From an optimization exercise on the open Yosys and OpenROAD flow, aimed at small area, a short achievable clock period and few clock cycles; shortcuts taken in it are not production practice.
In this exercise RTL edits were held to simulation tests only and were not proved equivalent to the original.

--- flow/flow/run.sh ---
#!/bin/bash
set -euo pipefail
bash standard.sh "BUFFER_PORTS_ARGS=-buffer_cell sky130_fd_sc_hd__buf_1" SETUP_SLACK_MARGIN=10.5 finish > standard.log 2>&1
--- flow/standard.sh ---
#!/bin/bash
# synth_recipe.tcl (not shown) runs the flow's synth.tcl, then flattens the netlist and writes it again
# the make line also repeats each setting of config.mk as NAME=value (left out here)
make -C /OpenROAD-flow-scripts/flow DESIGN_CONFIG=/design/flow/config.mk WORK_HOME=/design/flow/orfs CLKGATE_MAP_FILE= SYNTH_SCRIPT=/design/flow/synth_recipe.tcl "${@:-finish}"
--- flow/config.mk ---
export PLATFORM = sky130hd
export DESIGN_NAME = alu32
export DESIGN_NICKNAME = alu32
export VERILOG_FILES = /design/flow/design.v
export SDC_FILE = /design/flow/constraint.sdc
export NUM_CORES = 4
export LEC_CHECK = 0
export ABC_AREA = 1
export CAP_MARGIN = 20
export CORE_MARGIN = 2
export CORE_UTILIZATION = 40
export SLEW_MARGIN = 20
--- flow/constraint.sdc ---
create_clock -name core_clock -period 23.0 [get_ports {clk}]
set_input_delay 4.6000 -clock core_clock [delete_from_list [all_inputs] [get_ports {clk}]]
set_output_delay 4.6000 -clock core_clock [all_outputs]
set_load 0.01 [all_outputs]
--- flow/design.v ---
module half_adder(a,b,s,c); 
  input a,b;
  output s,c;
  xor x1(s,a,b);
  and a1(c,a,b);
endmodule
module full_adder(a,b,cin,cout,sum);
  input a,b,cin;
  output sum,cout;
  wire x,y,z;
  half_adder h1(.a(a),.b(b),.s(x),.c(y));
  half_adder h2(.a(x),.b(cin),.s(sum),.c(z));
  or o1(cout,y,z);
endmodule
module add32(
	input [31:0]A,
	input [31:0]B,
	input c_in,
	output c_out,
	output [31:0]R);
	wire [31:0]c;
	full_adder fa31(A[0],B[0],c_in,c[0],R[0]);
	full_adder fa30(A[1],B[1],c[0],c[1],R[1]);
	full_adder fa29(A[2],B[2],c[1],c[2],R[2]);
	full_adder fa28(A[3],B[3],c[2],c[3],R[3]);
	full_adder fa27(A[4],B[4],c[3],c[4],R[4]);
	full_adder fa26(A[5],B[5],c[4],c[5],R[5]);
	full_adder fa25(A[6],B[6],c[5],c[6],R[6]);
	full_adder fa24(A[7],B[7],c[6],c[7],R[7]);
	full_adder fa23(A[8],B[8],c[7],c[8],R[8]);
	full_adder fa22(A[9],B[9],c[8],c[9],R[9]);
	full_adder fa21(A[10],B[10],c[9],c[10],R[10]);
	full_adder fa20(A[11],B[11],c[10],c[11],R[11]);
	full_adder fa19(A[12],B[12],c[11],c[12],R[12]);
	full_adder fa18(A[13],B[13],c[12],c[13],R[13]);
	full_adder fa17(A[14],B[14],c[13],c[14],R[14]);
	full_adder fa16(A[15],B[15],c[14],c[15],R[15]);
	full_adder fa15(A[16],B[16],c[15],c[16],R[16]);
	full_adder fa14(A[17],B[17],c[16],c[17],R[17]);
	full_adder fa13(A[18],B[18],c[17],c[18],R[18]);
	full_adder fa12(A[19],B[19],c[18],c[19],R[19]);
	full_adder fa11(A[20],B[20],c[19],c[20],R[20]);
	full_adder fa10(A[21],B[21],c[20],c[21],R[21]);
	full_adder fa9(A[22],B[22],c[21],c[22],R[22]);
	full_adder fa8(A[23],B[23],c[22],c[23],R[23]);
	full_adder fa7(A[24],B[24],c[23],c[24],R[24]);
	full_adder fa6(A[25],B[25],c[24],c[25],R[25]);
	full_adder fa5(A[26],B[26],c[25],c[26],R[26]);
	full_adder fa4(A[27],B[27],c[26],c[27],R[27]);
	full_adder fa3(A[28],B[28],c[27],c[28],R[28]);
	full_adder fa2(A[29],B[29],c[28],c[29],R[29]);
	full_adder fa1(A[30],B[30],c[29],c[30],R[30]);
	full_adder fa0(A[31],B[31],c[30],c_out,R[31]);
endmodule
module sub32(A, B, R);
	input [31:0] A;
	input [31:0] B;
	output [31:0] R;
	wire [31:0]notB;
	wire [31:0]compB;
	wire tCout,tCout2;
	localparam zero = 1'b0;
	not not31(notB[31],B[31]);
	not not30(notB[30],B[30]);
	not not29(notB[29],B[29]);
	not not28(notB[28],B[28]);
	not not27(notB[27],B[27]);
	not not26(notB[26],B[26]);
	not not25(notB[25],B[25]);
	not not24(notB[24],B[24]);
	not not23(notB[23],B[23]);
	not not22(notB[22],B[22]);
	not not21(notB[21],B[21]);
	not not20(notB[20],B[20]);
	not not19(notB[19],B[19]);
	not not18(notB[18],B[18]);
	not not17(notB[17],B[17]);
	not not16(notB[16],B[16]);
	not not15(notB[15],B[15]);
	not not14(notB[14],B[14]);
	not not13(notB[13],B[13]);
	not not12(notB[12],B[12]);
	not not11(notB[11],B[11]);
	not not10(notB[10],B[10]);
	not not9(notB[9],B[9]);
	not not8(notB[8],B[8]);
	not not7(notB[7],B[7]);
	not not6(notB[6],B[6]);
	not not5(notB[5],B[5]);
	not not4(notB[4],B[4]);
	not not3(notB[3],B[3]);
	not not2(notB[2],B[2]);
	not not1(notB[1],B[1]);
	not not0(notB[0],B[0]);
	add32 compp1(notB,32'b1,zero,tCout,compB);
	add32 result(A,compB,zero,tCout2,R);
endmodule
module and32 (a, b, out);
input [31:0] a;
input [31:0] b;
output [31:0] out;
and and_0(out[0], b[0], a[0]);
and and_1(out[1], b[1], a[1]);
and and_2(out[2], b[2], a[2]);
and and_3(out[3], b[3], a[3]);
and and_4(out[4], b[4], a[4]);
and and_5(out[5], b[5], a[5]);
and and_6(out[6], b[6], a[6]);
and and_7(out[7], b[7], a[7]);
and and_8(out[8], b[8], a[8]);
and and_9(out[9], b[9], a[9]);
and and_10(out[10], b[10], a[10]);
and and_11(out[11], b[11], a[11]);
and and_12(out[12], b[12], a[12]);
and and_13(out[13], b[13], a[13]);
and and_14(out[14], b[14], a[14]);
and and_15(out[15], b[15], a[15]);
and and_16(out[16], b[16], a[16]);
and and_17(out[17], b[17], a[17]);
and and_18(out[18], b[18], a[18]);
and and_19(out[19], b[19], a[19]);
and and_20(out[20], b[20], a[20]);
and and_21(out[21], b[21], a[21]);
and and_22(out[22], b[22], a[22]);
and and_23(out[23], b[23], a[23]);
and and_24(out[24], b[24], a[24]);
and and_25(out[25], b[25], a[25]);
and and_26(out[26], b[26], a[26]);
and and_27(out[27], b[27], a[27]);
and and_28(out[28], b[28], a[28]);
and and_29(out[29], b[29], a[29]);
and and_30(out[30], b[30], a[30]);
and and_31(out[31], b[31], a[31]);
endmodule
module or32(a, b, out);
input [31:0] a;
input [31:0] b;
output [31:0] out;
or or_0(out[0], b[0], a[0]);
or or_1(out[1], b[1], a[1]);
or or_2(out[2], b[2], a[2]);
or or_3(out[3], b[3], a[3]);
or or_4(out[4], b[4], a[4]);
or or_5(out[5], b[5], a[5]);
or or_6(out[6], b[6], a[6]);
or or_7(out[7], b[7], a[7]);
or or_8(out[8], b[8], a[8]);
or or_9(out[9], b[9], a[9]);
or or_10(out[10], b[10], a[10]);
or or_11(out[11], b[11], a[11]);
or or_12(out[12], b[12], a[12]);
or or_13(out[13], b[13], a[13]);
or or_14(out[14], b[14], a[14]);
or or_15(out[15], b[15], a[15]);
or or_16(out[16], b[16], a[16]);
or or_17(out[17], b[17], a[17]);
or or_18(out[18], b[18], a[18]);
or or_19(out[19], b[19], a[19]);
or or_20(out[20], b[20], a[20]);
or or_21(out[21], b[21], a[21]);
or or_22(out[22], b[22], a[22]);
or or_23(out[23], b[23], a[23]);
or or_24(out[24], b[24], a[24]);
or or_25(out[25], b[25], a[25]);
or or_26(out[26], b[26], a[26]);
or or_27(out[27], b[27], a[27]);
or or_28(out[28], b[28], a[28]);
or or_29(out[29], b[29], a[29]);
or or_30(out[30], b[30], a[30]);
or or_31(out[31], b[31], a[31]);
endmodule
module xor32 (a, b, out);
input [31:0] a;
input [31:0] b;
output [31:0] out;
xor xor_0(out[0], b[0], a[0]);
xor xor_1(out[1], b[1], a[1]);
xor xor_2(out[2], b[2], a[2]);
xor xor_3(out[3], b[3], a[3]);
xor xor_4(out[4], b[4], a[4]);
xor xor_5(out[5], b[5], a[5]);
xor xor_6(out[6], b[6], a[6]);
xor xor_7(out[7], b[7], a[7]);
xor xor_8(out[8], b[8], a[8]);
xor xor_9(out[9], b[9], a[9]);
xor xor_10(out[10], b[10], a[10]);
xor xor_11(out[11], b[11], a[11]);
xor xor_12(out[12], b[12], a[12]);
xor xor_13(out[13], b[13], a[13]);
xor xor_14(out[14], b[14], a[14]);
xor xor_15(out[15], b[15], a[15]);
xor xor_16(out[16], b[16], a[16]);
xor xor_17(out[17], b[17], a[17]);
xor xor_18(out[18], b[18], a[18]);
xor xor_19(out[19], b[19], a[19]);
xor xor_20(out[20], b[20], a[20]);
xor xor_21(out[21], b[21], a[21]);
xor xor_22(out[22], b[22], a[22]);
xor xor_23(out[23], b[23], a[23]);
xor xor_24(out[24], b[24], a[24]);
xor xor_25(out[25], b[25], a[25]);
xor xor_26(out[26], b[26], a[26]);
xor xor_27(out[27], b[27], a[27]);
xor xor_28(out[28], b[28], a[28]);
xor xor_29(out[29], b[29], a[29]);
xor xor_30(out[30], b[30], a[30]);
xor xor_31(out[31], b[31], a[31]);
endmodule
module nor32(a, b, out);
input [31:0] a;
input [31:0] b;
output [31:0] out;
nor nor_0(out[0], b[0], a[0]);
nor nor_1(out[1], b[1], a[1]);
nor nor_2(out[2], b[2], a[2]);
nor nor_3(out[3], b[3], a[3]);
nor nor_4(out[4], b[4], a[4]);
nor nor_5(out[5], b[5], a[5]);
nor nor_6(out[6], b[6], a[6]);
nor nor_7(out[7], b[7], a[7]);
nor nor_8(out[8], b[8], a[8]);
nor nor_9(out[9], b[9], a[9]);
nor nor_10(out[10], b[10], a[10]);
nor nor_11(out[11], b[11], a[11]);
nor nor_12(out[12], b[12], a[12]);
nor nor_13(out[13], b[13], a[13]);
nor nor_14(out[14], b[14], a[14]);
nor nor_15(out[15], b[15], a[15]);
nor nor_16(out[16], b[16], a[16]);
nor nor_17(out[17], b[17], a[17]);
nor nor_18(out[18], b[18], a[18]);
nor nor_19(out[19], b[19], a[19]);
nor nor_20(out[20], b[20], a[20]);
nor nor_21(out[21], b[21], a[21]);
nor nor_22(out[22], b[22], a[22]);
nor nor_23(out[23], b[23], a[23]);
nor nor_24(out[24], b[24], a[24]);
nor nor_25(out[25], b[25], a[25]);
nor nor_26(out[26], b[26], a[26]);
nor nor_27(out[27], b[27], a[27]);
nor nor_28(out[28], b[28], a[28]);
nor nor_29(out[29], b[29], a[29]);
nor nor_30(out[30], b[30], a[30]);
nor nor_31(out[31], b[31], a[31]);
endmodule
module lessthan32 (a, b, out);
input [31:0] a;
input [31:0] b;
output [31:0] out;
wire [31:0] sub1_w;
localparam one = 1'b1;
sub32 sub_1(a, b, sub1_w);
and and_1(out[0], sub1_w[31], one);
assign out[31:1] = 31'b0;
endmodule
module mux8x1(a, b, c, d, e, f, g, h, S,out);
	input a, b, c, d, e, f, g, h;
	input [2:0] S;
	output out;
	wire sNot0;
	wire sNot1;
	wire sNot2;
	wire w1;
	wire w2;
	wire w3;
	wire w4;
	wire w5;
	wire w6;
	wire w7;
	wire w8;
	not (sNot2,S[2]);
	not (sNot1,S[1]);
	not (sNot0,S[0]);
	and (w1,sNot2,sNot1,sNot0,a);
	and (w2,S[2],sNot1,sNot0,b);
	and (w3,sNot2,S[1],sNot0,c);
	and (w4,S[2],S[1],sNot0,d);
	and (w5,sNot2,sNot1,S[0],e);
	and (w6,S[2],sNot1,S[0],f);
	and (w7,sNot2,S[1],S[0],g);
	and (w8,S[2],S[1],S[0],h);
	or (out,w1,w2,w3,w4,w5,w6,w7,w8);
endmodule
module mod_cu(
    input clk,
    input reset,
    input start,
    input less_than_B,   
    output reg save_A,   
    output reg subtract,  
    output reg done       
);
localparam [1:0] 
    first_s = 2'b00,
    secod_s = 2'b01,
    third_s = 2'b10,
    final_s = 2'b11;
reg [1:0] state;
always @(posedge clk or posedge reset) begin
    if (reset)
        state <= first_s;
    else begin
        case (state)
            first_s: state <= start ? secod_s : first_s;
            secod_s: state <= third_s;
            third_s: state <= less_than_B ? final_s : third_s;
            final_s: state <= first_s;
        endcase
    end
end
always @(*) begin
    save_A = (state == secod_s);
    subtract = (state == third_s) && !less_than_B;
    done = (state == final_s);
end
endmodule
module mod_dp(
    input clk,
    input [31:0] A,
    input [31:0] B,
    input save_A,        
    input subtract,      
    output reg [31:0] result,
    output less_than_B   
);
reg [31:0] TEMP;
always @(posedge clk) begin
    if (save_A) begin
        TEMP <= A;
    end
    else if (subtract) begin
        TEMP <= TEMP - B;
    end
end
assign less_than_B = TEMP < B;
always @(posedge clk) begin
    if (less_than_B) begin
        result <= TEMP;
    end
end
endmodule
module mod #(parameter M = 3) (
    input clk,
    input reset,
    input start,
    input [31:0] A,
    input [31:0] B,
    output [31:0] result,
    output done
);
function [4:0] clz32(input [31:0] v);
    reg [15:0] c1; reg [15:0] v1;
    reg [15:0] c2; reg [7:0] v2;
    reg [11:0] c3; reg [3:0] v3;
    reg [7:0] c4; reg [1:0] v4;
    integer i;
    begin
        for (i = 0; i < 16; i = i + 1) begin
            v1[i] = v[2*i+1] | v[2*i];
            c1[i] = ~v[2*i+1];
        end
        for (i = 0; i < 8; i = i + 1) begin
            v2[i] = v1[2*i+1] | v1[2*i];
            c2[2*i+1 -: 2] = v1[2*i+1] ? {1'b0, c1[2*i+1]} : {1'b1, c1[2*i]};
        end
        for (i = 0; i < 4; i = i + 1) begin
            v3[i] = v2[2*i+1] | v2[2*i];
            c3[3*i+2 -: 3] = v2[2*i+1] ? {1'b0, c2[4*i+3 -: 2]} : {1'b1, c2[4*i+1 -: 2]};
        end
        for (i = 0; i < 2; i = i + 1) begin
            v4[i] = v3[2*i+1] | v3[2*i];
            c4[4*i+3 -: 4] = v3[2*i+1] ? {1'b0, c3[6*i+5 -: 3]} : {1'b1, c3[6*i+2 -: 3]};
        end
        clz32 = v4[1] ? {1'b0, c4[7:4]} : {1'b1, c4[3:0]};
    end
endfunction
function [32:0] bksub(input [31:0] r, input [31:0] d);
    reg [31:0] g0, p0, g, p;
    integer i, l;
    begin
        g0 = r & ~d;
        p0 = r ^ ~d;
        g = g0;
        p = p0;
        g[0] = g0[0] | p0[0];
        for (l = 1; l < 32; l = l * 2)
            for (i = 2*l-1; i < 32; i = i + 2*l) begin
                g[i] = g[i] | (p[i] & g[i-l]);
                p[i] = p[i] & p[i-l];
            end
        for (l = 8; l >= 1; l = l / 2)
            for (i = 3*l-1; i < 32; i = i + 2*l) begin
                g[i] = g[i] | (p[i] & g[i-l]);
                p[i] = p[i] & p[i-l];
            end
        bksub = {g[31], p0 ^ {g[30:0], 1'b1}};
    end
endfunction
reg busy;
reg signed [5:0] kt;
reg [31:0] R;
reg [31:0] X;
wire [4:0] lza = clz32(A);
wire [4:0] lzb = clz32(B);
wire [5:0] kd = {1'b0, lzb} - {1'b0, lza};
wire [4:0] k0 = kd[5] ? 5'd0 : kd[4:0];
reg [31:0] r [0:M];
reg [32:0] t [0:M-1];
integer j;
always @(*) begin
    r[0] = R;
    for (j = 0; j < M; j = j + 1) begin
        t[j] = bksub(r[j], X >> j);
        r[j+1] = (kt >= j && t[j][32]) ? t[j][31:0] : r[j];
    end
end
wire last = kt < M;
wire [4:0] kn = busy ? kt[4:0] - M : k0;
assign done = busy && last;
assign result = r[M];
always @(posedge clk or posedge reset) begin
    if (reset)
        busy <= 1'b0;
    else if (busy)
        busy <= !last;
    else
        busy <= start;
end
always @(posedge clk) begin
    if (!busy) begin
        R <= A;
        kt <= {1'b0, k0};
    end else begin
        R <= r[M];
        kt <= kt - M;
    end
    X <= B << kn;
end
endmodule
module alu32(clk,reset,start,a, b, aluop,out,done);
input wire clk;
input wire reset;
input wire start;
input [31:0] a;
input [31:0] b;
input [2:0] aluop;
output reg [31:0] out;
output wire done;
wire [31:0] modres;
wire sub = ~aluop[2];
wire [32:0] sum33 = {a, 1'b1} + {b ^ {32{sub}}, sub};
wire [31:0] sum = sum33[32:1];
mod op8(.clk(clk), .reset(reset), .start(start), .A(a), .B(b), .result(modres), .done(done));
always @(*) begin
    case (aluop)
        3'b000: out = a & b;
        3'b100: out = a | b;
        3'b010: out = a ^ b;
        3'b110: out = ~(a | b);
        3'b001: out = {31'b0, sum[31]};
        3'b101: out = sum;
        3'b011: out = sum;
        default: out = modres;
    endcase
end
endmodule
==> results of run 1 <==
==> synthesized netlist by cell type, drive strengths merged (3+ instances only) <==
library cell / instances
and2: 3
clkinv: 3
xnor2: 62
nand3: 215
a21oi: 113
a21boi: 8
a22oi: 11
nand2: 530
ha: 196
o221ai: 8
nand4: 13
fa: 48
o21ai: 184
mux2i: 3
inv: 305
o2111ai: 10
o211ai: 17
a211oi: 8
or2: 14
a31oi: 28
nand3b: 9
clkbuf: 45
nor3: 15
o21a: 3
dfxtp: 70
buf: 35
a31o: 5
a21o: 13
o31ai: 3
nor2: 114
o21bai: 3
xor2: 29
a221oi: 4
==> logic make-up (layout without fill, tap and decap cells) <==
family	after synthesis	in the layout	share of synthesized area [%]
compound gates	427	427	18.4
xor+xnor	91	91	5.87
fa+ha+maj	244	244	25.1
buf+inv	388	474	11.1
flops	71	71	10.5
mux	3	3	0.221
simple gates	916	920	28.7
==> sequential cells by signal, indices dropped and copies added, names as in the netlist <==
name / cells
op8.R: 32
op8.kt: 6
op8.busy: 1
op8.X: 32
==> path summary, 6_finish.rpt <==
kind / from / endpoint / slack [ps] / cells after the start
setup / recovery: aluop[2] / out[10] / 10500 / 15
hold / removal: op8.kt[4]$_DFF_P_ / op8.kt[5]$_SDFF_PN0_ / 660 / 3
setup reg to reg: op8.R[0]$_DFF_P_ / op8.R[9]$_DFF_P_ / 15910 / 43
hold reg to reg: op8.kt[4]$_DFF_P_ / op8.kt[5]$_SDFF_PN0_ / 660 / 3
max in group asynchronous: reset / op8.busy$_DFF_PP0_ / 18850 / 2
min in group asynchronous: reset / op8.busy$_DFF_PP0_ / 4060 / 2
==> per-layer routing <==
metal / routed length [um] / track usage [%] / up-vias
met5: 0 / 0 / -
li1: - / - / 7252
met1: 21900 / 36.9 / 6838
met3: 2890 / 1.96 / 113
met4: 2120 / 11.5 / 0
met2: 21700 / 43.0 / 532
==> metrics by stage <==
step	setup WS (ps)	util [%]	std cells	area [um^2]
6_report	10500	45.6	2678	15200
5_1_grt	10450	45.6	2678	15200
4_1_cts	10520	44.6	2662	14900
3_5_place_dp	9020	42.9	2627	14300
3_3_place_gp	9170	42.9	2627	14300
2_1_floorplan	10910	-	2140	13600
==> critical path, stage by stage <==
cell,delay (ps)
clkbuf_2,180
buf_12,200
xnor2_1,130
ha_1,350
a21oi_1,170
nand2_1,110
a21oi_2,240
o21ai_2,120
a21boi_2,200
buf_4,140
xor2_1,150
nor2_1,60
a2111oi_1,970
nand2_1,120
buf_1,170
==> area by class of cell <==
class	instances	area, um^2	share of cell area (%)
Timing Repair inverter	1	7.51	0.0493
Inverter	308	1160	7.61
Clock buffer	12	236	1.55
Tap cell	448	561	3.68
Sequential cell	71	1430	9.37
Clock inverter	4	47.5	0.312
Multi-Input combinational cell	1685	10900	71.7
Timing Repair Buffer	149	868	5.70
==> what timing repair did <==
action	CTS	global route
endpoints found under the hold margin	0	0
buffers inserted	14	12
endpoints found under the setup margin	32	32
gates resized for setup	23	48
gates cloned	5	4
pin swaps	5	16
==> reports/results.tsv, run 1 <==
stage	metric	value	unit
status	status	complete, no violations	
synth	synth_area	13600	um^2
grt	overflow	0	
clock_network	h-tree-depth	3	
die	core	33400	um^2
clock_network	path_clk_slew	60	ps
grt	grt_use_total	26.8	%
worst_setup_path	crit_arrival	7900	ps
grt	grt_pass1_vias	13900	
clock_network	cts_tree	done	
layout	nets	2539	
synth	yosys_warnings	4	
min_path	hold_path.class	reg2reg	
sta	hold_slack	661	ps
synth	synth_top_area_cell	ha_1	
layout	fill_cells	3569	
synth	yosys.area.top_type_share	18.1	%
placement	dp_hpwl	37.6	mm
sta	slew_headroom	18.0	%
grt	grt_antenna_before_repair	0	
clock_network	cts_hold_buf	0	
grt	grt_max_degree	65	
worst_setup_path	cp.required	18400	ps
layout	areaGrowthSynthToFinish	12.3	%
sta	max_freq	80.0	MHz
drt	viasPerCell	5.50	
die	rows	67	
sta	finalMaxSlewViolations	0	
sta	setup_viol	0	
die	die_height	188	um
die	initial_core_util	40.6	%
sta	rsz0062_at_grt	yes	
grt	grt_pass1_wl	75.1	mm
layout	final_common_cell	nand2_1	
worst_setup_path	endpoint_kind	output pin	
placement	port_buffers	102	
sta	finalHoldViolCount	0	
die	pin_count	103	
layout	final_cell_mix	nand2_1, inv_1, nand3_1	
sta	final.setup.tns	0	ps
synth	synth_edf_count	0	
synth	yosysUniqueCellTypes	58	
clock_network	cts_made_buffers	9	
layout	antenna_cells	0	
sta	post-route-period-util	54.4	%
synth	synthCells	2140	
clock_network	clock_path_buffers	2	
synth	ys_seq_area_share	10.5	%
drt	vias	14700	
synth	syn_area_per_cell	6.34	um^2
drt	ant_nets	0	
die	dieWidth	188	um
drt	wl_per_cell	18.2	um
synth	ys.flop_type	dfxtp_1	
drt	drt_iter0_markers	1359	
flow_run	max_cap_viol_count	0	
clock_network	insertion_delay	340	ps
die	die-area	35400	um^2
sta	timing.clock.skew	11.5	ps
sta	fin_crit	12500	ps
synth	ys_ff_latch	71	
worst_setup_path	cp_max_fo	10	
sta	worstMarginPinSlew	1230	ps
worst_setup_path	cp-start-kind	input pin	
synth	syn_nets	2454	
synth	async_reset_ff_share	1.41	%
drt	dr.pass1.iters	7	
synth	synthTopCellsByArea	ha_1, nand2_1, dfxtp_1, inv_1, nand3_1	
placement	place_congestion	0.974	
worst_setup_path	critical_path_class	in2out	
drt	drt_wl_total	48.6	mm
clock_network	clkSinkCount	71	
drt	drc	0	
layout	drive_above_1_share	7.04	%
clock_network	ctsRootBufferMaster	clkbuf_16	
Testbench counts, summed over its fixed seeds: cycles 4,027.
==> inputs of run 2 (changes only) <==
--- a/flow/config.mk
+++ b/flow/config.mk
@@ -10,3 +10,4 @@
 export CORE_MARGIN = 2
-export CORE_UTILIZATION = 40
+export CORE_UTILIZATION = 75
+export CTS_BUF_LIST = sky130_fd_sc_hd__clkbuf_4 sky130_fd_sc_hd__clkbuf_8
 export SLEW_MARGIN = 20
==> run 2 against run 1 <==
Net effect: still clean; first-iteration DRC count rose by 64%; sequential share of layout area is 0.41 points higher; critical path type is now reg2out; largest cell class unchanged.
==> reports/results.tsv, run 2 <==
stage	metric	value	unit	change
status	status	complete, no violations		
sta	finalMaxSlewViolations	0		unchanged
worst_setup_path	cp_max_fo	34		+24
worst_setup_path	critical_path_class	reg2out		
worst_setup_path	rr_worst_depth	44		+2.3%
min_path	whs_path_depth	3		unchanged
die	die_height	139	um	-26%
synth	yosysUniqueCellTypes	58		unchanged
placement	port_buffers	102		unchanged
worst_setup_path	crit_arrival	7720	ps	-180 ps
synth	ys_ff_latch	71		unchanged
sta	max_freq	81.2	MHz	+1.5%
sta	slew_headroom	16.2	%	-1.9 points
sta	post-route-period-util	53.6	%	-0.80 points
synth	yosys.area.top_type_share	18.1	%	unchanged
layout	areaGrowthSynthToFinish	7.58	%	
die	dieWidth	139	um	-26%
worst_setup_path	crit_top_cell	nand2_1		
synth	ys.flop_type	dfxtp_1		
die	rows	49		-27%
worst_setup_path	cp-start-kind	register		
synth	async_reset_ff_share	1.41	%	unchanged
worst_setup_path	endpoint_kind	output pin		
drt	vias	15800		+7.3%
sta	setup_viol	0		unchanged
synth	syn_area_per_cell	6.34	um^2	unchanged
grt	overflow	0		unchanged
placement	place_ws	10100	ps	+1080 ps
placement	post_dp_cell_area	14100	um^2	-1.9%
min_path	hold_path.class	reg2reg		
grt	grt_pass1_wl	71.3	mm	-5.0%
synth	yosys_warnings	4		unchanged
clock_network	clock_path_buffers	2		unchanged
worst_setup_path	max_stage_delay	470	ps	-500 ps
die	pin_count	103		unchanged
synth	synth_edf_count	0		unchanged
layout	stdcell_area	14600	um^2	-4.2%
worst_setup_path	ff2ff_setup_slack	15640	ps	-270 ps
synth	synth_area	13600	um^2	unchanged
clock_network	h-tree-depth	3		unchanged
synth	yosysMostFrequentCell	nand2_1		
clock_network	cts_tree	done		
clock_network	cts_made_buffers	9		unchanged
layout	final_common_cell	nand2_1		
drt	dr.pass1.iters	9		+2
drt	drt_wl_total	46.4	mm	-4.7%
synth	synthCells	2140		unchanged
layout	drive_above_1_share	5.74	%	-1.3 points
synth	synth_top_area_cell	ha_1		
grt	grt_pass1_vias	14300		+3.0%
grt	grt_use_total	45.2	%	+18 points
sta	rsz0062_at_grt	yes		
layout	nets	2523		-0.63%
layout	reg_top3	op8.R x32, op8.X x32, op8.kt x6		
drt	ant_nets	0		unchanged
synth	synthTopCellsByArea	ha_1, nand2_1, dfxtp_1, inv_1, nand3_1		
die	core	17800	um^2	-47%
layout	final_cell_mix	nand2_1, inv_1, nand3_1		
clock_network	path_clk_slew	90	ps	+30 ps
drt	viasPerCell	6.47		+18%
clock_network	clkSinkCount	71		unchanged
drt	drt_iter0_markers	2232		+64%
sta	worst_slack	10680	ps	+184 ps
drt	drc	0		unchanged
sta	final.setup.tns	0	ps	unchanged
worst_setup_path	cp_slowest_cell	o21ai_0		
grt	grt_antenna_before_repair	1		+1
clock_network	insertion_delay	370	ps	+30 ps
synth	ys_top_cells_by_count	nand2_1, inv_1, nand3_1, ha_1, o21ai_0		
die	die-area	19200	um^2	-46%
drt	wl_per_cell	19.0	um	+4.5%
grt	grt_max_degree	65		unchanged
clock_network	ctsRootBufferMaster	clkbuf_8		
sta	worstMarginPinSlew	1250	ps	+25.4 ps
placement	place_congestion	1.06		+8.8%
placement	dp_hpwl	34.4	mm	-8.4%
synth	ys_seq_area_share	10.5	%	unchanged
sta	timing.clock.skew	14.4	ps	+2.92 ps
flow_run	max_cap_viol_count	0		unchanged
sta	fin_crit	12320	ps	-184 ps
die	initial_core_util	76.1	%	+35 points
worst_setup_path	cp.required	18400	ps	about the same
sta	hold_slack	675	ps	+13.7 ps
layout	antenna_cells	0		unchanged
layout	fill_cells	1305		-63%
synth	syn_nets	2454		unchanged
sta	finalHoldViolCount	0		unchanged
run 2: cell count changes in the layout (fill, tap and decap cells not counted), sizes merged:
cell      change
clkinvlp      +1
bufinv        -1
clkbuf        -7
nand2         +1
buf          -12
inv           +3
clkinv        -1
run 2: final timing paths:
kind                              startpoint              endpoint
setup / recovery            op8.R[0]$_DFF_P_               out[13]
hold / removal             op8.kt[4]$_DFF_P_  op8.kt[5]$_SDFF_PN0_
setup reg to reg            op8.R[0]$_DFF_P_     op8.R[19]$_DFF_P_
hold reg to reg            op8.kt[4]$_DFF_P_  op8.kt[5]$_SDFF_PN0_
max in group asynchronous              reset    op8.busy$_DFF_PP0_
min in group asynchronous              reset    op8.busy$_DFF_PP0_
run 2: layer usage:
| metal | GRT usage [%] | share of wire, % |
|---|---|---|
| met5 | 0 | 0.026 |
| met4 | 17.8 | 5.6 |
| met3 | 8.83 | 14 |
| met2 | 71.3 | 43 |
| met1 | 61.1 | 37 |
run 2: layout make-up:
| cell class | instances | area (um^2) | area share [%] |
|---|---|---|---|
| Clock buffer | 9 | 124 | 0.848 |
| Multi-Input combinational cell | 1686 | 10900 | 74.6 |
| Timing Repair Buffer | 133 | 661 | 4.52 |
| Clock inverter | 7 | 56.3 | 0.386 |
| Inverter | 308 | 1160 | 7.93 |
| Tap cell | 229 | 287 | 1.96 |
| Sequential cell | 71 | 1430 | 9.78 |
run 2: cell families after synthesis:
family,synth area share (%)
AOI/OAI and AO/OA,18.4
xor gates and xnor gates,5.87
DFF,10.5
muxes,0.221
adders and majority gates,25.1
buffers and inverters,11.1
and+or+nand+nor,28.7
run 2: critical path: cells and delay by family, from the launching register on:
family	cells	cell delay (ps)
and+or+nand+nor	21	2190
AOI/OAI and AO/OA	10	2020
adders and majority gates	5	1650
buffers and inverters	8	910
DFF	1	320
xor gates and xnor gates	1	260
run 2: repair_timing:
action,4_1_cts,5_1_grt
setup endpoints to repair,32,32
resized for setup,11,42
pin swaps,4,9
setup buffers,5,8
hold buffers,0,0
gates cloned,3,3
run 2: through the flow:
step,std cells,util (%)
floorplan,2140,-
global placement,2408,78.8
detailed placement,2408,78.8
CTS,2432,80.5
global route,2443,81.8
finish,2443,81.8
==> inputs of run 3 (changes only) <==
--- a/flow/config.mk
+++ b/flow/config.mk
@@ -10,3 +10,3 @@
 export CORE_MARGIN = 2
-export CORE_UTILIZATION = 75
+export CORE_UTILIZATION = 58
 export CTS_BUF_LIST = sky130_fd_sc_hd__clkbuf_4 sky130_fd_sc_hd__clkbuf_8
==> run 3 against run 2 <==
Net effect: core utilization shrank 17 points; die area grew 28%; synthesized area is the same.
==> reports/results.tsv, run 3 <==
stage	metric	value	unit	change
status	status	complete, no violations		
worst_setup_path	endpoint_kind	output pin		
drt	drt_iter0_markers	1416		-37%
clock_network	insertion_delay	370	ps	about the same
synth	ys_seq_area_share	10.5	%	unchanged
synth	synth_top_area_cell	ha_1		
sta	fin_crit	12370	ps	+48.9 ps
clock_network	cts_hold_buf	0		unchanged
synth	ys.flop_type	dfxtp_1		
grt	grtUsageMet1	52.2	%	-8.9 points
clock_network	clkSinkCount	71		unchanged
die	die_height	157	um	+13%
grt	grt_pass1_vias	13800		-3.6%
worst_setup_path	cp_max_fo	10		-71%
synth	yosysMostFrequentCell	nand2_1		
drt	ant_nets	0		unchanged
synth	ys_top_cells_by_count	nand2_1, inv_1, nand3_1, ha_1, o21ai_0		
worst_setup_path	cp.required	18400	ps	about the same
die	core	22800	um^2	+28%
flow_run	max_cap_viol_count	0		unchanged
die	dieWidth	157	um	+13%
layout	nets	2526		+0.12%
sta	finalMaxSlewViolations	0		unchanged
synth	synthCells	2140		unchanged
synth	async_reset_ff_share	1.41	%	unchanged
layout	drive_above_1_share	6.72	%	+0.98 points
grt	grt.met3_usage	4.71	%	-4.1 points
sta	max_freq	80.8	MHz	-0.39%
die	die-area	24600	um^2	+28%
synth	ys_ff_latch	71		unchanged
sta	worstMarginPinSlew	1120	ps	-134 ps
min_path	hold_path.class	reg2reg		
clock_network	h-tree-depth	3		unchanged
grt	grt_pass1_wl	70.6	mm	-1.1%
sta	timing.clock.skew	12.5	ps	-1.94 ps
layout	areaGrowthSynthToFinish	9.57	%	
grt	top_usage_layer	met2		
clock_network	path_clk_slew	80	ps	about the same
sta	finalHoldViolCount	0		unchanged
synth	syn_nets	2454		unchanged
worst_setup_path	max_stage_delay	450	ps	-20 ps
drt	vias	14800		-6.3%
drt	viasPerCell	5.86		-9.5%
sta	rsz0062_at_grt	yes		
layout	stdcell_area	14900	um^2	+1.9%
worst_setup_path	critical_path_class	in2out		
drt	wl_per_cell	18.2	um	-4.4%
clock_network	clock_path_buffers	2		unchanged
synth	yosys.area.top_type_share	18.1	%	unchanged
placement	place_congestion	0.972		-8.3%
clock_network	ctsRootBufferMaster	clkbuf_8		
synth	yosys_warnings	4		unchanged
sta	post-route-period-util	53.8	%	+0.21 points
worst_setup_path	crit_arrival	7770	ps	+50 ps
synth	synthTopCellsByArea	ha_1, nand2_1, dfxtp_1, inv_1, nand3_1		
sta	slew_headroom	25.1	%	+9.0 points
die	initial_core_util	59.6	%	-16 points
layout	reg_top3	op8.R x32, op8.X x32, op8.kt x6		
worst_setup_path	cp-start-kind	input pin		
placement	dp_hpwl	35.6	mm	+3.6%
grt	overflow	0		unchanged
die	rows	55		+12%
grt	grt_max_degree	65		unchanged
drt	dr.pass1.iters	6		-3
synth	yosysUniqueCellTypes	58		unchanged
synth	synth_edf_count	0		unchanged
drt	drc	0		unchanged
sta	final.setup.tns	0	ps	unchanged
layout	final_common_cell	nand2_1		
synth	syn_area_per_cell	6.34	um^2	unchanged
grt	use_met2	56.4	%	-15 points
sta	setup_viol	0		unchanged
sta	hold_slack	690	ps	+14.8 ps
placement	post_dp_cell_area	14100	um^2	+0.64%
clock_network	cts_made_buffers	9		unchanged
worst_setup_path	cp_cell_sequence	clkbuf_2, buf_12, xnor2_1, ha_1, a21oi_1, nand2_1, a21oi_2, o21ai_1, a21oi_2, inv_1, nand2_1, nand2_1, nand4_1, nand2_1, o21ai_0, o2111ai_1, inv_1, nand2_1, buf_1		
clock_network	cts_tree	done		
layout	final_cell_mix	nand2_1, inv_1, nand3_1		
drt	drt_wl_total	45.9	mm	-0.91%
die	pin_count	103		unchanged
worst_setup_path	crit_top_cell	nand2_1		
grt	grt_use_total	36.3	%	-8.8 points
placement	port_buffers	102		unchanged
grt	grt_antenna_before_repair	1		unchanged
worst_setup_path	cp_slowest_cell	o21ai_0		
synth	synth_area	13600	um^2	unchanged
layout	fin_util	65.3	%	-17 points
run 3: changes by cell type in the layout (fill, tap and decap cells not counted), moves of 2 or more:
cell / before / now
inv_1: 297 / 295
clkbuf_2: 3 / 9
nand2_1: 514 / 511
buf_1: 99 / 93
clkinv_2: 0 / 2
ha_1: 194 / 190
buf_4: 26 / 24
nand2_2: 11 / 14
ha_4: 1 / 5
nand3_2: 3 / 6
run 3: layout make-up:
cell class                      count  area, um^2
Multi-Input combinational cell   1688       11000
Tap cell                          313         392
Antenna cell                        1        2.50
Clock buffer                        9         124
Clock inverter                      7        72.6
Fill cell                        2197        7910
Timing Repair inverter              1        7.51
Timing Repair Buffer              133         702
Sequential cell                    71        1430
Inverter                          308        1160
run 3: path summary, 6_finish.rpt:
check | endpoint | depth (start not counted) | startpoint | slack, ps
max in group asynchronous | op8.busy$_DFF_PP0_ | 2 | reset | 18880
min in group asynchronous | op8.busy$_DFF_PP0_ | 2 | reset | 4030
setup reg to reg | op8.R[19]$_DFF_P_ | 44 | op8.X[12]$_SDFF_PP0_ | 15920
hold reg to reg | op8.kt[5]$_SDFF_PN0_ | 3 | op8.kt[4]$_DFF_P_ | 690
setup / recovery | out[28] | 19 | aluop[2] | 10630
hold / removal | op8.kt[5]$_SDFF_PN0_ | 3 | op8.kt[4]$_DFF_P_ | 690
run 3: routing by layer:
metal,vias to the layer above,share of wire [%]
met2,677,44
met1,6813,44
li1,7242,-
met5,-,0
met4,0,3.2
met3,95,8.6
run 3: what timing repair did:
action	4_1_cts	5_1_grt
setup buffers	6	8
setup endpoints to repair	32	32
cloned	5	5
gates resized for setup	11	65
pin swaps	4	10
run 3: logic make-up after synthesis:
logic type | share of synthesized area, %
fa+ha+maj | 25.1
compound gates | 18.4
mux | 0.221
flops | 10.5
xor+xnor | 5.87
simple gates | 28.7
buf+inv | 11.1
run 3: stage by stage:
| stage | std cells | worst slack [ps] |
|---|---|---|
| 6_report | 2531 | 10630 |
| 5_1_grt | 2530 | 10440 |
| 4_1_cts | 2517 | 10510 |
| 3_5_place_dp | 2490 | 9660 |
| 3_3_place_gp | 2490 | 9830 |
| 2_1_floorplan | 2140 | 10910 |
run 3: critical path: cells and delay by family:
family	cells	cell delay, ps
AOI/OAI and AO/OA	6	1370
buffers and inverters	5	670
and+or+nand+nor	6	640
adders and majority gates	1	340
xor gates and xnor gates	1	120
==> inputs of run 4 (changes only) <==
--- a/flow/config.mk
+++ b/flow/config.mk
@@ -10,3 +10,3 @@
 export CORE_MARGIN = 2
-export CORE_UTILIZATION = 58
+export CORE_UTILIZATION = 65
 export CTS_BUF_LIST = sky130_fd_sc_hd__clkbuf_4 sky130_fd_sc_hd__clkbuf_8
==> run 4 against run 3 <==
Net effect: via count rose by 1.9%; sequential cell count did not move; largest cell class unchanged; non-clock buffer count fell by 2; maximum frequency rose by 0.19%; wire length fell by 1.9%; synthesized cell count did not move.
==> reports/results.tsv, run 4 <==
stage	metric	value	unit	change
layout	antenna_cells	0		-1
synth	synth_top_family_by_area	simple AND/OR/NAND/NOR gates		
worst_setup_path	crit_family	simple AND/OR/NAND/NOR gates		
sta	finalHoldViolCount	0		unchanged
synth	syn_nets	2454		unchanged
die	dieWidth	149	um	-5.4%
sta	finalMaxSlewViolations	0		unchanged
clock_network	ctsRootBufferMaster	clkbuf_8		
layout	final_cell_mix	nand2_1, inv_1, nand3_1		
clock_network	insertion_delay	370	ps	about the same
synth	synthAdderAreaFrac	25.1	%	unchanged
worst_setup_path	cp-start-kind	input pin		
clock_network	clkSinkCount	71		unchanged
synth	yosysMostFrequentCell	nand2_1		
worst_setup_path	cp_cell_sequence	clkbuf_2, buf_12, xnor2_1, ha_1, nand3_1, nand2_1, a21oi_2, o21ai_1, a21oi_2, inv_1, nand2_1, nand2_1, a21boi_2, o21ai_1, nand2_1, nand2_1, nand2_1, nand3_1, nand2_1, nor2_1, nand2_1, buf_1		
layout	nets	2522		-0.16%
sta	slew_headroom	18.2	%	-6.9 points
synth	synth_xor_area_share	5.87	%	unchanged
drt	vias	15100		+1.9%
clock_network	clock_path_buffers	2		unchanged
sta	worstMarginPinSlew	1220	ps	+103 ps
synth	syn_area_per_cell	6.34	um^2	unchanged
synth	synthTopCellsByArea	ha_1, nand2_1, dfxtp_1, inv_1, nand3_1		
flow_run	max_cap_viol_count	0		unchanged
sta	timing.clock.skew	16.0	ps	+3.47 ps
placement	port_buffers	102		unchanged
die	die-area	22100	um^2	-11%
worst_setup_path	reg2reg_to	op8.R[15]$_DFF_P_		
worst_setup_path	cp_max_fo	10		unchanged
layout	stdcell_count	2483		-1.9%
clock_network	cts_made_buffers	9		unchanged
worst_setup_path	reg2reg_from	op8.R[0]$_DFF_P_		
grt	grt_pass1_wl	69.2	mm	-1.9%
grt	grt_antenna_before_repair	0		-1
placement	place_congestion	1.03		+5.7%
synth	synth_area	13600	um^2	unchanged
synth	synthSimpleGateAreaFrac	28.7	%	unchanged
drt	wl_per_cell	18.2	um	about the same
grt	grt_pass1_vias	13700		-0.57%
worst_setup_path	ff2ff_setup_slack	15710	ps	-210 ps
synth	synth_top_area_cell	ha_1		
clock_network	h-tree-depth	3		unchanged
sta	max_freq	81.0	MHz	+0.19%
clock_network	path_clk_slew	80	ps	about the same
layout	final_common_cell	nand2_1		
sta	post-route-period-util	53.7	%	-0.10 points
clock_network	cts_tree	done		
worst_setup_path	cp_slowest_cell	ha_1		
synth	yosys_warnings	4		unchanged
die	rows	52		-5.5%
sta	rsz0062_at_grt	no		
worst_setup_path	endpoint_kind	output pin		
min_path	hold_path.startpoint	op8.kt[4]$_DFF_P_		
drt	viasPerCell	6.08		+3.9%
min_path	hold_path.class	reg2reg		
sta	setup_viol	0		unchanged
drt	ant_nets	0		unchanged
synth	ys_top_cells_by_count	nand2_1, inv_1, nand3_1, ha_1, o21ai_0		
synth	ys.flop_type	dfxtp_1		
worst_setup_path	max_stage_delay	360	ps	-90 ps
grt	grt_max_degree	65		unchanged
synth	synthCells	2140		unchanged
grt	grt_use_total	39.3	%	+3.0 points
worst_setup_path	critical_path_class	in2out		
worst_setup_path	rr_worst_depth	45		+2.3%
drt	dr.pass1.iters	6		unchanged
min_path	worstHoldEndpoint	op8.kt[5]$_SDFF_PN0_		
synth	synth_compound_area_share	18.4	%	unchanged
status	status	complete, no violations		
synth	ys_seq_area_share	10.5	%	unchanged
die	die_height	149	um	-5.4%
min_path	whs_path_depth	3		unchanged
layout	reg_top3	op8.R x32, op8.X x32, op8.kt x6		
worst_setup_path	cp.required	18400	ps	about the same
die	initial_core_util	66.7	%	+7.1 points
worst_setup_path	cp_num_buf_inv	4		-1
layout	drive_above_1_share	5.83	%	-0.89 points
synth	async_reset_ff_share	1.41	%	unchanged
die	pin_count	103		unchanged
drt	drc	0		unchanged
synth	ys_ff_latch	71		unchanged
synth	yosys.area.top_type_share	18.1	%	unchanged
sta	final.setup.tns	0	ps	unchanged
worst_setup_path	crit_arrival	7750	ps	-20 ps
die	core	20400	um^2	-11%
placement	dp_cells	2447		-1.7%
layout	areaGrowthSynthToFinish	8.55	%	
drt	drt_iter0_markers	1523		+7.6%
placement	dp_hpwl	34.7	mm	-2.7%
worst_setup_path	crit_top_cell	nand2_1		
synth	synth_edf_count	0		unchanged
synth	muxShareOfSynthArea	0.221	%	unchanged
drt	drt_wl_total	45.1	mm	-1.9%
sta	fin_crit	12350	ps	-22.9 ps
synth	yosysUniqueCellTypes	58		unchanged
grt	overflow	0		unchanged
## run 4: per-layer routing
metal | part of all wire, % | global-route usage, % | vias to the layer above
met5 | 0 | 0 | -
met4 | 3.4 | 12.0 | 0
met2 | 44 | 63.1 | 880
met3 | 11 | 5.86 | 126
li1 | - | - | 7219
met1 | 41 | 54.6 | 6883
## run 4: worst max-delay path by stage
stage                           startpoint  endpoint  slack, ps  cells after the start
after floorplan                   aluop[2]   out[26]      10910                     20
after global placement    op8.R[0]$_DFF_P_   out[13]      10300                     52
after detailed placement  op8.R[0]$_DFF_P_   out[13]      10070                     52
after CTS                 op8.R[0]$_DFF_P_   out[29]      10510                     51
after global routing      op8.R[0]$_DFF_P_   out[16]      10390                     45
final                             aluop[2]   out[24]      10650                     22
## run 4: area by class of cell
cell class,count,area (um^2)
clock inverter,7,120
fill,1874,5630
clock buffer,9,124
multi-input combinational,1687,10900
tap,270,338
sequential,71,1430
timing repair buffer,131,672
inverter,308,1160
## run 4: repair_timing
action                     in CTS  in global routing
setup buffers                   5                  7
hold buffers                    0                  0
gates resized for setup        12                 46
cloned                          3                  5
pin swaps                       4                 13
setup endpoints to repair      32                 32
## run 4: stage by stage
stage          util [%]  cell area [um^2]  worst slack (ps)  hold slack [ps]
4_1_cts            71.1             14500             10510              651
5_1_grt            72.3             14700             10390              761
6_report           72.3             14700             10650              657
2_1_floorplan         -             13600             10910              528
3_3_place_gp       69.2             14100             10300              636
3_5_place_dp       69.2             14100             10070              654
## run 4: cells by family (layout without fill, tap and decap cells)
logic type      after synthesis  in the layout
xor+xnor                     91             91
compound gates              427            427
fa+ha+maj                   244            244
simple gates                916            922
buf+inv                     388            455
mux                           3              3
flops                        71             71
## run 4: tightest hold or removal path, cell delays in order (launching register included)
cell     delay [ps]
dfxtp_1         360
nor2_1           90
o21ai_0         100
a21oi_1          80
==> inputs of run 5 (changes only) <==
--- a/flow/config.mk
+++ b/flow/config.mk
@@ -13 +13,3 @@
 export SLEW_MARGIN = 20
+export SYNTH_HIERARCHICAL = 1
+export SYNTH_MINIMUM_KEEP_SIZE = 0
==> run 5 against run 4 <==
Net effect: critical path depth is 22 higher; critical endpoint unchanged; sequential cell count stayed put; core utilization is 1.0 points lower; critical path type is now reg2out; synthesized cell count is 12% higher; still clean; highest routed layer is now met5; clock skew is 13 ps higher; wire length is 22% higher.
==> reports/results.tsv, run 5 <==
stage	metric	value	unit	change
worst_setup_path	crit_family	simple AND/OR/NAND/NOR gates		
sta	timing.clock.skew	29.0	ps	+13.0 ps
sta	post-route-period-util	53.2	%	-0.44 points
drt	drc	0		unchanged
sta	worstMarginPinSlew	1050	ps	-170 ps
clock_network	cts_made_buffers	9		unchanged
sta	fin_crit	12250	ps	-101 ps
layout	stdcell_count	2746		+11%
grt	grt_pass1_vias	15500		+13%
drt	viasPerCell	6.18		+1.5%
clock_network	insertion_delay	400	ps	+30 ps
sta	finalMaxSlewViolations	0		unchanged
die	core	22400	um^2	+10%
drt	dr.pass1.iters	6		unchanged
layout	antenna_cells	0		unchanged
min_path	hold_path.startpoint	op8.kt[4]$_DFF_P_		
layout	reg_top3	op8.R x32, op8.X x32, op8.kt x6		
grt	grt_use_total	44.3	%	+5.0 points
worst_setup_path	crit_top_cell	nand2_2		
synth	syn_area_per_cell	6.16	um^2	-3.0%
placement	port_buffers	102		unchanged
min_path	hold_path.class	reg2reg		
grt	grt_max_degree	50		-23%
synth	yosysUniqueCellTypes	63		+8.6%
worst_setup_path	crit_path_start	op8.X[11]$_SDFF_PP0_		
min_path	whs_path_depth	3		unchanged
sta	final.setup.tns	0	ps	unchanged
die	dieWidth	154	um	+4.0%
status	status	complete, no violations		
synth	synthTopCellsByArea	ha_1, nand2_1, inv_1, dfxtp_1, fa_1		
placement	place_congestion	1.06		+3.6%
clock_network	cts_tree	done		
worst_setup_path	cp_slowest_cell	o21ai_0		
synth	yosys_warnings	10		+6
die	pin_count	103		unchanged
grt	grt_antenna_before_repair	2		+2
layout	fin_util	71.3	%	-1.0 points
clock_network	h-tree-depth	3		unchanged
synth	synthCells	2388		+12%
placement	post_dp_cell_area	15200	um^2	+7.8%
drt	drt_iter0_markers	2278		+50%
worst_setup_path	reg2reg_to	op8.R[29]$_DFF_P_		
synth	ys_seq_area_share	9.70	%	-0.81 points
layout	drive_above_1_share	7.64	%	+1.8 points
flow_run	max_cap_viol_count	0		unchanged
worst_setup_path	max_stage_delay	460	ps	+100 ps
synth	async_reset_ff_share	1.41	%	unchanged
sta	slew_headroom	29.8	%	+12 points
layout	final_common_cell	nand2_1		
drt	vias	17000		+12%
clock_network	clock_path_buffers	2		unchanged
die	initial_core_util	65.5	%	-1.1 points
worst_setup_path	critical_path_class	reg2out		
worst_setup_path	cp_num_buf_inv	7		+3
sta	finalHoldViolCount	0		unchanged
worst_setup_path	ff2ff_setup_slack	15820	ps	+110 ps
sta	setup_viol	0		unchanged
worst_setup_path	cp-start-kind	register		
drt	drt_wl_total	54.8	mm	+22%
worst_setup_path	reg2reg_from	op8.X[11]$_SDFF_PP0_		
synth	synth_top_area_cell	ha_1		
clock_network	ctsRootBufferMaster	clkbuf_8		
drt	wl_per_cell	20.0	um	+10%
layout	fill_cells	1974		+5.3%
synth	synth_edf_count	0		unchanged
worst_setup_path	rr_worst_depth	41		-8.9%
sta	max_freq	81.7	MHz	+0.82%
die	rows	55		+5.8%
layout	areaGrowthSynthToFinish	8.84	%	
synth	ys.flop_type	dfxtp_1		
drt	ant_nets	0		unchanged
synth	syn_nets	2705		+10%
synth	ys_top_cells_by_count	nand2_1, inv_1, ha_1, nand3_1, o21ai_0		
worst_setup_path	crit_arrival	7650	ps	-100 ps
clock_network	clkSinkCount	71		unchanged
layout	final_cell_mix	nand2_1, inv_1, ha_1		
layout	stdcell_area	16000	um^2	+8.6%
die	die-area	23800	um^2	+8.1%
worst_setup_path	endpoint_kind	output pin		
synth	ys_ff_latch	71		unchanged
grt	overflow	0		unchanged
synth	yosys.area.top_type_share	16.9	%	-1.1 points
placement	dp_cells	2707		+11%
sta	rsz0062_at_grt	yes		
layout	nets	2773		+10%
synth	synth_area	14700	um^2	+8.3%
clock_network	path_clk_slew	80	ps	about the same
worst_setup_path	cp.required	18400	ps	about the same
worst_setup_path	cp_max_fo	16		+6
min_path	worstHoldEndpoint	op8.kt[5]$_SDFF_PN0_		
synth	yosysMostFrequentCell	nand2_1		
die	die_height	154	um	+4.0%
placement	dp_hpwl	41.6	mm	+20%
grt	grt_pass1_wl	82.5	mm	+19%
==> run 5: cell types whose count changed after synthesis, moves of 11 or more <==
cell      previous run  this run
inv_1              299       394
nand2_1            521       581
nor2_1             114       154
nand3_1            212       180
o21ai_0            154       179
nand2_2              8        29
o21ai_1             27         9
and2_1               3        19
o211ai_1            16        30
buf_2               22        35
clkbuf_1            45        33
a21oi_1            111       122
a22oi_1             11         0
==> run 5: cell families (layout without fill, tap and decap cells) <==
logic type,count (synthesis),in the layout,synth area share (%)
adders and majority gates,247,247,23.5
AOI/OAI and AO/OA,451,451,18.1
xor gates and xnor gates,82,82,4.89
muxes,3,3,0.204
DFF,71,71,9.70
and+or+nand+nor,1040,1043,30.5
buffers and inverters,494,564,13.2
==> run 5: worst max-delay path by stage <==
stage	to	slack, ps	depth (start not counted)
CTS	out[27]	10530	50
global placement	out[24]	10060	52
detailed placement	out[24]	9820	52
global route	out[29]	10410	49
finish	out[24]	10750	44
floorplan	out[22]	11700	50
==> run 5: through the flow <==
step	hold slack [ps]	setup WS, ps
2_1_floorplan	527	11700
3_3_place_gp	588	10060
3_5_place_dp	592	9820
4_1_cts	607	10530
5_1_grt	673	10410
6_report	618	10750
==> run 5: cell type report <==
cell class	instances	area (um^2)	area share, %
Tap cell	285	357	2.23
Clock inverter	6	36.3	0.227
Multi-Input combinational cell	1826	11700	73.3
Timing Repair Buffer	138	756	4.72
Inverter	410	1560	9.72
Sequential cell	71	1430	8.92
Clock buffer	10	138	0.860
==> run 5: repair_timing <==
item                       CTS  global route
resized for setup           20            73
setup endpoints to repair   32            32
pin swaps                    6            16
setup buffers                4            13
hold buffers                 0             0
cloned                       5             1
==> run 5: per-module statistics from Yosys, one instance, submodules excluded <==
module,cells inside,area [um^2],times used,flip-flops and latches
mod,1476,9690,1,71
alu32,912,5010,1,0
==> run 5: metal layers <==
metal | track usage [%] | wire length [um] | up-vias
met1 | 59.8 | 21400 | 7735
met4 | 21.8 | 3390 | 4
li1 | - | - | 7896
met5 | 0 | 26 | -
met2 | 68.5 | 23300 | 1099
met3 | 7.68 | 6750 | 229
==> run 5: tightest hold or removal path, delay by kind of cell, from the launching register on <==
kind / cells / cell delay (ps)
flip-flops: 1 / 350
AND/OR/NAND/NOR: 1 / 90
buffers and inverters: 1 / 60
AO/OA/AOI/OAI: 1 / 70
==> inputs of run 6 (changes only) <==
==> flow/flow/run.sh (replaced) <==
#!/bin/bash
set -euo pipefail
bash standard.sh "BUFFER_PORTS_ARGS=-buffer_cell sky130_fd_sc_hd__buf_1" SETUP_SLACK_MARGIN=11 finish > standard.log 2>&1
--- a/flow/config.mk
+++ b/flow/config.mk
@@ -10,6 +10,4 @@
 export CORE_MARGIN = 2
-export CORE_UTILIZATION = 65
+export CORE_UTILIZATION = 70
 export CTS_BUF_LIST = sky130_fd_sc_hd__clkbuf_4 sky130_fd_sc_hd__clkbuf_8
 export SLEW_MARGIN = 20
-export SYNTH_HIERARCHICAL = 1
-export SYNTH_MINIMUM_KEEP_SIZE = 0
==> run 6 against run 5 <==
Net effect: still clean on timing, DRC and antenna; maximum frequency down 12%; cell count down 8.0%; critical path depth down 4; core utilization up 13 points; synthesized cell count down 10%; first-iteration DRC count up 42%; sequential share of layout area about the same.
==> reports/results.tsv, run 6 <==
stage	metric	value	unit	change
die	core	18900	um^2	-16%
drt	viasPerCell	6.96		+13%
worst_setup_path	crit_top_cell	nand2_1		
min_path	hold_path.startpoint	op8.kt[4]$_DFF_P_		
sta	rsz0062_at_grt	yes		
sta	finalMaxSlewViolations	0		unchanged
worst_setup_path	cp-start-kind	register		
worst_setup_path	reg2reg_from	op8.X[23]$_DFF_P_		
die	dieWidth	143	um	-7.2%
synth	synth_top_area_cell	ha_1		
worst_setup_path	cp.required	18400	ps	about the same
sta	fin_crit	13980	ps	+1730 ps
sta	hold_slack	745	ps	+127 ps
worst_setup_path	crit_arrival	9380	ps	+1730 ps
synth	ys_top_cells_by_count	nand2_1, inv_1, nand3_1, ha_1, o21ai_0		
worst_setup_path	cp_slowest_cell	o21ai_0		
layout	fin_util	84.7	%	+13 points
placement	dp_hpwl	34.8	mm	-16%
drt	dr.pass1.iters	12		+6
layout	final_common_cell	nand2_1		
status	status	complete, no violations		
clock_network	h-tree-depth	3		unchanged
die	die-area	20500	um^2	-14%
drt	drt_wl_total	60.4	mm	+10%
placement	post_dp_cell_area	14100	um^2	-7.4%
layout	stdcell_area	16000	um^2	about the same
clock_network	path_clk_slew	90	ps	about the same
synth	ys_seq_area_share	10.5	%	+0.81 points
sta	worstMarginPinSlew	1420	ps	+371 ps
clock_network	cts_tree	done		
worst_setup_path	rr_worst_depth	39		-4.9%
drt	drt_iter0_markers	3238		+42%
synth	ys.flop_type	dfxtp_1		
sta	slew_headroom	4.95	%	-25 points
layout	final_cell_mix	nand2_1, inv_1, nand3_1		
worst_setup_path	critical_path_class	reg2out		
placement	place_congestion	1.03		-3.3%
worst_setup_path	cp_max_fo	17		+1
synth	synthTopCellsByArea	ha_1, nand2_1, dfxtp_1, inv_1, nand3_1		
grt	grt_use_total	44.8	%	+0.50 points
worst_setup_path	crit_path_start	op8.X[23]$_DFF_P_		
grt	grt_pass1_vias	14400		-7.3%
worst_setup_path	max_stage_delay	920	ps	+460 ps
layout	reg_top3	op8.R x32, op8.X x32, op8.kt x6		
clock_network	cts_made_buffers	9		unchanged
synth	synth_edf_count	0		unchanged
sta	post-route-period-util	60.8	%	+7.5 points
layout	drive_above_1_share	14.1	%	+6.5 points
drt	wl_per_cell	23.9	um	+20%
grt	overflow	0		unchanged
worst_setup_path	ff2ff_setup_slack	13920	ps	-1900 ps
clock_network	ctsRootBufferMaster	clkbuf_8		
synth	yosys_warnings	4		-6
clock_network	clkSinkCount	71		unchanged
placement	port_buffers	102		unchanged
drt	vias	17600		+3.7%
flow_run	max_cap_viol_count	0		unchanged
die	die_height	143	um	-7.2%
synth	ys_ff_latch	71		unchanged
synth	yosys.area.top_type_share	18.1	%	+1.1 points
synth	async_reset_ff_share	1.41	%	unchanged
synth	syn_nets	2454		-9.3%
sta	final.setup.tns	0	ps	unchanged
sta	timing.clock.skew	17.3	ps	-11.7 ps
layout	nets	2573		-7.2%
die	initial_core_util	71.8	%	+6.3 points
synth	synthCells	2140		-10%
clock_network	clock_path_buffers	2		unchanged
layout	areaGrowthSynthToFinish	17.8	%	
worst_setup_path	reg2reg_to	op8.R[29]$_DFF_P_		
min_path	hold_path.class	reg2reg		
drt	ant_nets	0		unchanged
grt	grt_antenna_before_repair	4		+2
synth	syn_area_per_cell	6.34	um^2	+3.0%
worst_setup_path	endpoint	out[3]		
sta	max_freq	71.5	MHz	-12%
worst_setup_path	endpoint_kind	output pin		
synth	yosysUniqueCellTypes	58		-7.9%
drt	drc	0		unchanged
die	pin_count	103		unchanged
synth	synth_area	13600	um^2	-7.7%
grt	grt_max_degree	65		+30%
grt	grt_pass1_wl	72.8	mm	-12%
clock_network	insertion_delay	380	ps	-20 ps
sta	setup_viol	0		unchanged
synth	yosysMostFrequentCell	nand2_1		
die	rows	50		-9.1%
sta	finalHoldViolCount	0		unchanged
-- run 6: layout make-up --
| cell class | instances | area, um^2 |
|---|---|---|
| Tap cell | 260 | 325 |
| Timing Repair Buffer | 180 | 1160 |
| Sequential cell | 71 | 1430 |
| Antenna cell | 3 | 7.51 |
| Fill cell | 1137 | 2900 |
| Timing Repair inverter | 2 | 15.0 |
| Inverter | 308 | 1170 |
| Multi-Input combinational cell | 1687 | 11600 |
| Clock buffer | 10 | 138 |
| Clock inverter | 6 | 115 |
-- run 6: layer usage --
metal	wire (um)	track usage (%)	vias up
met2	24300	70.2	1799
met4	5340	19.6	20
met3	10400	8.95	608
met5	398	0	-
li1	-	-	7344
met1	20000	59.7	7827
-- run 6: worst min path at each step --
stage,end,depth (start not counted),slack (ps)
after global routing,op8.busy$_DFF_PP0_,4,770
after floorplan,op8.kt[5]$_SDFF_PN0_,2,530
after detailed placement,op8.kt[5]$_SDFF_PN0_,2,630
after global placement,op8.kt[5]$_SDFF_PN0_,2,620
final,op8.kt[5]$_SDFF_PN0_,3,740
after CTS,op8.kt[5]$_SDFF_PN0_,3,650
-- run 6: through the flow --
| step | cells | setup slack (ps) |
|---|---|---|
| 3_5_place_dp | 2436 | 9770 |
| 6_report | 2527 | 9020 |
| 3_3_place_gp | 2436 | 10000 |
| 4_1_cts | 2485 | 11000 |
| 5_1_grt | 2524 | 9170 |
| 2_1_floorplan | 2140 | 11080 |
-- run 6: critical path, delay by kind of cell (launching register included) --
family | cells | cell delay, ps
buffers and inverters | 7 | 1280
adder cells (fa/ha/maj) | 3 | 1130
AND/OR/NAND/NOR | 22 | 3030
flip-flops | 1 | 380
AO/OA/AOI/OAI | 8 | 3120
-- run 6: timing repair --
item / CTS / global route
hold buffers: 0 / 0
setup buffers: 24 / 36
endpoints found under the hold margin: 0 / 0
endpoints found under the setup margin: 32 / 32
gates resized for setup: 73 / 181
cloned: 9 / 3
pin swaps: 18 / 60
-- run 6: logic make-up after synthesis --
group           after synthesis  synth area share (%)
compound gates              427                  18.4
flops                        71                  10.5
simple gates                916                  28.7
buf+inv                     388                  11.1
fa+ha+maj                   244                  25.1
xor+xnor                     91                  5.87
mux                           3                 0.221

[static timing again, ports no longer ideal]
The results above use ideal ports. As a check the final layouts listed here were re-extracted and re-timed, cells and wires unchanged.
Step 1: set_driving_cell puts a clkbuf_16 on clk and a buf_2 on each other input, an assumption about the parent block.
Step 2 also shifts input and output timing later by t, the mid clock arrival at the registers, as if the neighbouring blocks saw the same clock.
Three values: ideal, step 1, step 2; two values: the first two.
run	t (ns)	slack for setup (ns)	worst setup path after step 2	worst slew at a driven data input, ns
run 1	0.380	10.496 / 10.475 / 10.475	input to output	0.05
run 2	0.399	10.679 / 10.645 / 10.682	input to output	0.04
run 3	0.406	10.630 / 10.603 / 10.603	input to output	0.04
run 4	0.399	10.653 / 10.630 / 10.630	input to output	0.04
run 5	0.435	10.754 / 10.705 / 10.837	input to output	0.06
run 6	0.410	9.020 / 8.978 / 9.389	register to output	0.07
After both steps setup and hold are still met in every run listed. The setup slack of run 3, which loses most, moves by -0.027 ns with the drivers and by -0.027 ns with both steps.
